From an optimization exercise on the open Yosys and OpenROAD flow, aimed at small area and a short achievable clock period; shortcuts taken in it are not production practice.
Only simulation tests tie the RTL to the original design; equivalence was not proved.
Power figures rest on the tool's default switching activity, not on a simulated workload.

== south ==
## mcdf
module mcdf(
  input clk_i,
  input rstn_i,
  input [1:0]  cmd_i,
  input [8-1:0] cmd_addr_i,
  input [32-1:0] cmd_data_i,
  output[32-1:0] cmd_data_o,
  input [31:0] ch0_data_i,
  input  ch0_vld_i,
  input [31:0] ch1_data_i,
  input  ch1_vld_i,
  input [31:0] ch2_data_i,
  input  ch2_vld_i,
  output  ch0_ready_o,
  output  ch1_ready_o,
  output  ch2_ready_o,
  input  fmt_grant_i,
  output [1:0] fmt_chid_o,
  output fmt_req_o,
  output [5:0]  fmt_length_o,
  output [31:0] fmt_data_o,
  output fmt_start_o,
  output fmt_end_o );
reg [5:0] cfg0_r, cfg1_r, cfg2_r;      
reg [5:0] mar0_r, mar1_r, mar2_r;      
reg [5:0] rdata_r;                     
wire wr_cmd = (cmd_i == 2'b10);
wire rd_cmd = (cmd_i == 2'b01);
wire wr0 = wr_cmd & (cmd_addr_i == 8'h00);
wire wr1 = wr_cmd & (cmd_addr_i == 8'h04);
wire wr2 = wr_cmd & (cmd_addr_i == 8'h08);
wire [5:0] cfg0_nx = wr0 ? cmd_data_i[5:0] : cfg0_r;
wire [5:0] cfg1_nx = wr1 ? cmd_data_i[5:0] : cfg1_r;
wire [5:0] cfg2_nx = wr2 ? cmd_data_i[5:0] : cfg2_r;
wire [5:0] free0, free1, free2;
always @(posedge clk_i or negedge rstn_i) begin
  if (!rstn_i) begin
    cfg0_r <= 6'h07; cfg1_r <= 6'h07; cfg2_r <= 6'h07;
    mar0_r <= 6'd32; mar1_r <= 6'd32; mar2_r <= 6'd32;
    rdata_r <= 6'd0;
  end else begin
    cfg0_r <= cfg0_nx; cfg1_r <= cfg1_nx; cfg2_r <= cfg2_nx;
    mar0_r <= free0; mar1_r <= free1; mar2_r <= free2;
    if (rd_cmd)
      case (cmd_addr_i)
        8'h00: rdata_r <= cfg0_r;
        8'h04: rdata_r <= cfg1_r;
        8'h08: rdata_r <= cfg2_r;
        8'h10:  rdata_r <= mar0_r;
        8'h14:  rdata_r <= mar1_r;
        8'h18:  rdata_r <= mar2_r;
  ...
Size: roughly 8300 cells after synthesis, ~4500 flip-flops, ~220 I/O pins, ~0.16 mm^2 of cells after synthesis.
Settings: LEC_CHECK=0, CAP_MARGIN=20, CORE_MARGIN=2, CORE_UTILIZATION=50, CTS_CLUSTER_DIAMETER=100, CTS_CLUSTER_SIZE=20, SETUP_SLACK_MARGIN=4.8, SLEW_MARGIN=20; clock period 8.0 ns.
run.sh (not shown) runs the stock make flow with config.mk's settings and CLKGATE_MAP_FILE= SYNTH_SCRIPT=/design/flow/synth_recipe.tcl, a recipe that flattens the netlist after the stock synthesis.
Modified inputs, west compared to south
diff --git a/flow/design.v b/flow/design.v
--- a/flow/design.v
+++ b/flow/design.v
@@ -6,81 +6,82 @@
   input             en_next_i,    
   input             pop_req_i,    
   input             sel_next_i,   
   output            ready_o,
   output     [5:0]  free_o,       
   output            empty_o,
   output reg        val_o,        
-  output reg [31:0] rdata_o       
+  output     [31:0] rdata_o       
 );
 reg [31:0] mem [0:31];
 reg [3:0]  wlo_r;      
 reg [7:0]  whi_r;
 reg [3:0]  rlo_r;      
 reg [7:0]  rhi_r;
-reg [7:0]  rhs_r;      
+reg [31:0] rs_r;       
 reg [5:0]  lag_r;      
 reg        push_r;     
 reg        pop_r;
 reg        full_r;
 reg        empty_r;
 reg  nrdy_r;           
 assign ready_o = ~nrdy_r;
 wire push = vld_i & ~nrdy_r;
+integer k;
 wire pop  = pop_req_i & ~empty_r;
 wire [5:0] free = lag_r - {5'd0, push_r} + {5'd0, pop_r};
 wire       f1 = (free == 6'd1);
 wire       e1 = (free == 6'd31);
 wire       full_nx  = ~pop & (full_r | (push & f1));
 wire       empty_nx = ~push & (empty_r | (pop & e1));
 wire [3:0] rlo_nx = pop ? {rlo_r[2:0], rlo_r[3]} : rlo_r;
 wire [7:0] rhi_nx = (pop & rlo_r[3]) ? {rhi_r[6:0], rhi_r[7]} : rhi_r;
 always @(posedge clk_i or negedge rstn_i) begin
   if (!rstn_i) begin
     wlo_r   <= 4'b0001;
     whi_r   <= 8'b0000_0001;
     rlo_r   <= 4'b0001;
     rhi_r   <= 8'b0000_0001;
-    rhs_r   <= 8'b0000_0000;
+    rs_r    <= 32'd0;
     lag_r   <= 6'd32;
     push_r  <= 1'b0;
     pop_r   <= 1'b0;
     full_r  <= 1'b0;
     empty_r <= 1'b1;
     nrdy_r  <= 1'b0;
     val_o   <= 1'b0;
   end else begin
     if (push) begin
       wlo_r <= {wlo_r[2:0], wlo_r[3]};
       if (wlo_r[3]) whi_r <= {whi_r[6:0], whi_r[7]};
     end
     rlo_r   <= rlo_nx;
     rhi_r   <= rhi_nx;
-    rhs_r   <= rhi_nx & {8{sel_next_i}};
+    for (k = 0; k < 32; k = k + 1)
+      rs_r[k] <= sel_next_i & rlo_nx[k % 4] & rhi_nx[k / 4];
     lag_r   <= free;
     push_r  <= push;
     pop_r   <= pop;
     full_r  <= full_nx;
     empty_r <= empty_nx;
     nrdy_r  <= ~en_next_i | full_nx;
     val_o   <= pop;
   end
 end
-integer k;
 always @(posedge clk_i) begin
   for (k = 0; k < 32; k = k + 1)
     if (~full_r & wlo_r[k % 4] & whi_r[k / 4]) mem[k] <= data_i;
 end
 reg [31:0] rd;
 always @(*) begin
   rd = 32'd0;
   for (k = 0; k < 32; k = k + 1)
-    rd = rd | (mem[k] & {32{rlo_r[k % 4] & rhs_r[k / 4]}});
-end
-always @(posedge clk_i) rdata_o <= rd;
+    rd = rd | (mem[k] & {32{rs_r[k]}});
+end
+assign rdata_o = rd;
 assign free_o  = free;
 assign empty_o = empty_r;
 endmodule
 module mcdf(
   input clk_i,
   input rstn_i,
   input [1:0]  cmd_i,
@@ -196,15 +197,16 @@
     2'b01:   len_nx = len_dec(cfg1_r[5:3]);
     2'b10:   len_nx = len_dec(cfg2_r[5:3]);
     default: len_nx = 4'b1000;
   endcase
 end
 wire        a2f_val  = |(sel_r & {val2, val1, val0});
 wire        bval_sel = |(sel_r & bval_r);
-wire [31:0] a2f_data = rd0 | rd1 | rd2;    
+reg  [31:0] a2f_data;
+always @(posedge clk_i) a2f_data <= rd0 | rd1 | rd2;    
 wire [31:0] buf_sel  = (buf0_r & {32{sel_r[0]}}) | (buf1_r & {32{sel_r[1]}}) |
                        (buf2_r & {32{sel_r[2]}});
 wire        take = ack & (a2f_val | bval_sel);    
 wire [31:0] din  = bval_sel ? buf_sel : a2f_data;
 wire eq_m2   = len_r[0] ? (cnt_rec_r == 6'd2)  :
                len_r[1] ? (cnt_rec_r == 6'd6)  :
                len_r[2] ? (cnt_rec_r == 6'd14) : (cnt_rec_r == 6'd30);
--- outcome ---
Max proportion of power drawn by combinational gates across south and west: south
Compared with south, west shows a higher global-route usage.
Combinational gate power of west falls short of that of south by more than 10%.
Diff south -> west | starting DRC count in detailed routing | increase of 72%
south → west: clock edge transition at the registers on the reported setup and hold paths flat; arrival time of data at the critical path endpoint picked up an extra 2.36 ns; total power saw a decrease; cell area shrank by 710 um^2.
Both conditions hold for west: the flow ran to the end and the final layout passed the timing, design-rule and antenna checks.
Looking at the reports, south completed the entire flow and the layout it produced met the timing, design-rule and antenna checks.
Number of cells after detailed placement, west vs south: down slightly
Setup WNS south -> west: worse
Diff south and west: time the worst path needs with I/O delays and setup higher in west
west vs south — number of distinct library cell variants in the gate-level netlist after synthesis dropped by a little under 10%

## static timing again, ports no longer ideal
How much do the figures lean on ideal ports? The routed layouts below were timed once more, with nothing changed but the port constraints.
Step 1 (the two cells are an assumption about what drives the block):
set clk [get_ports {clk_i}]
set_driving_cell -lib_cell sky130_fd_sc_hd__clkbuf_16 $clk
set_driving_cell -lib_cell sky130_fd_sc_hd__buf_2 [delete_from_list [all_inputs] $clk]
Step 2 times the ports against the registers' clock, not the clock port: input delays grow and output delays shrink by t, the midpoint of the rising clock arrivals with the driver on.
Slacks: no drivers / after step 1 / after step 2; pairs: no drivers / after step 1.
| run | t (ns) | setup slack, ns | cell pins on the clock port's net |
|---|---|---|---|
| south | 1.019 | 4.662 / 4.549 / 3.840 | 1 |
| west | 1.065 | 4.520 / 4.520 / 3.954 | 1 |
After both steps setup and hold are still met in every run listed. For south, which loses most, drivers alone change the setup slack by -0.113 ns; drivers and shift together by -0.822 ns.
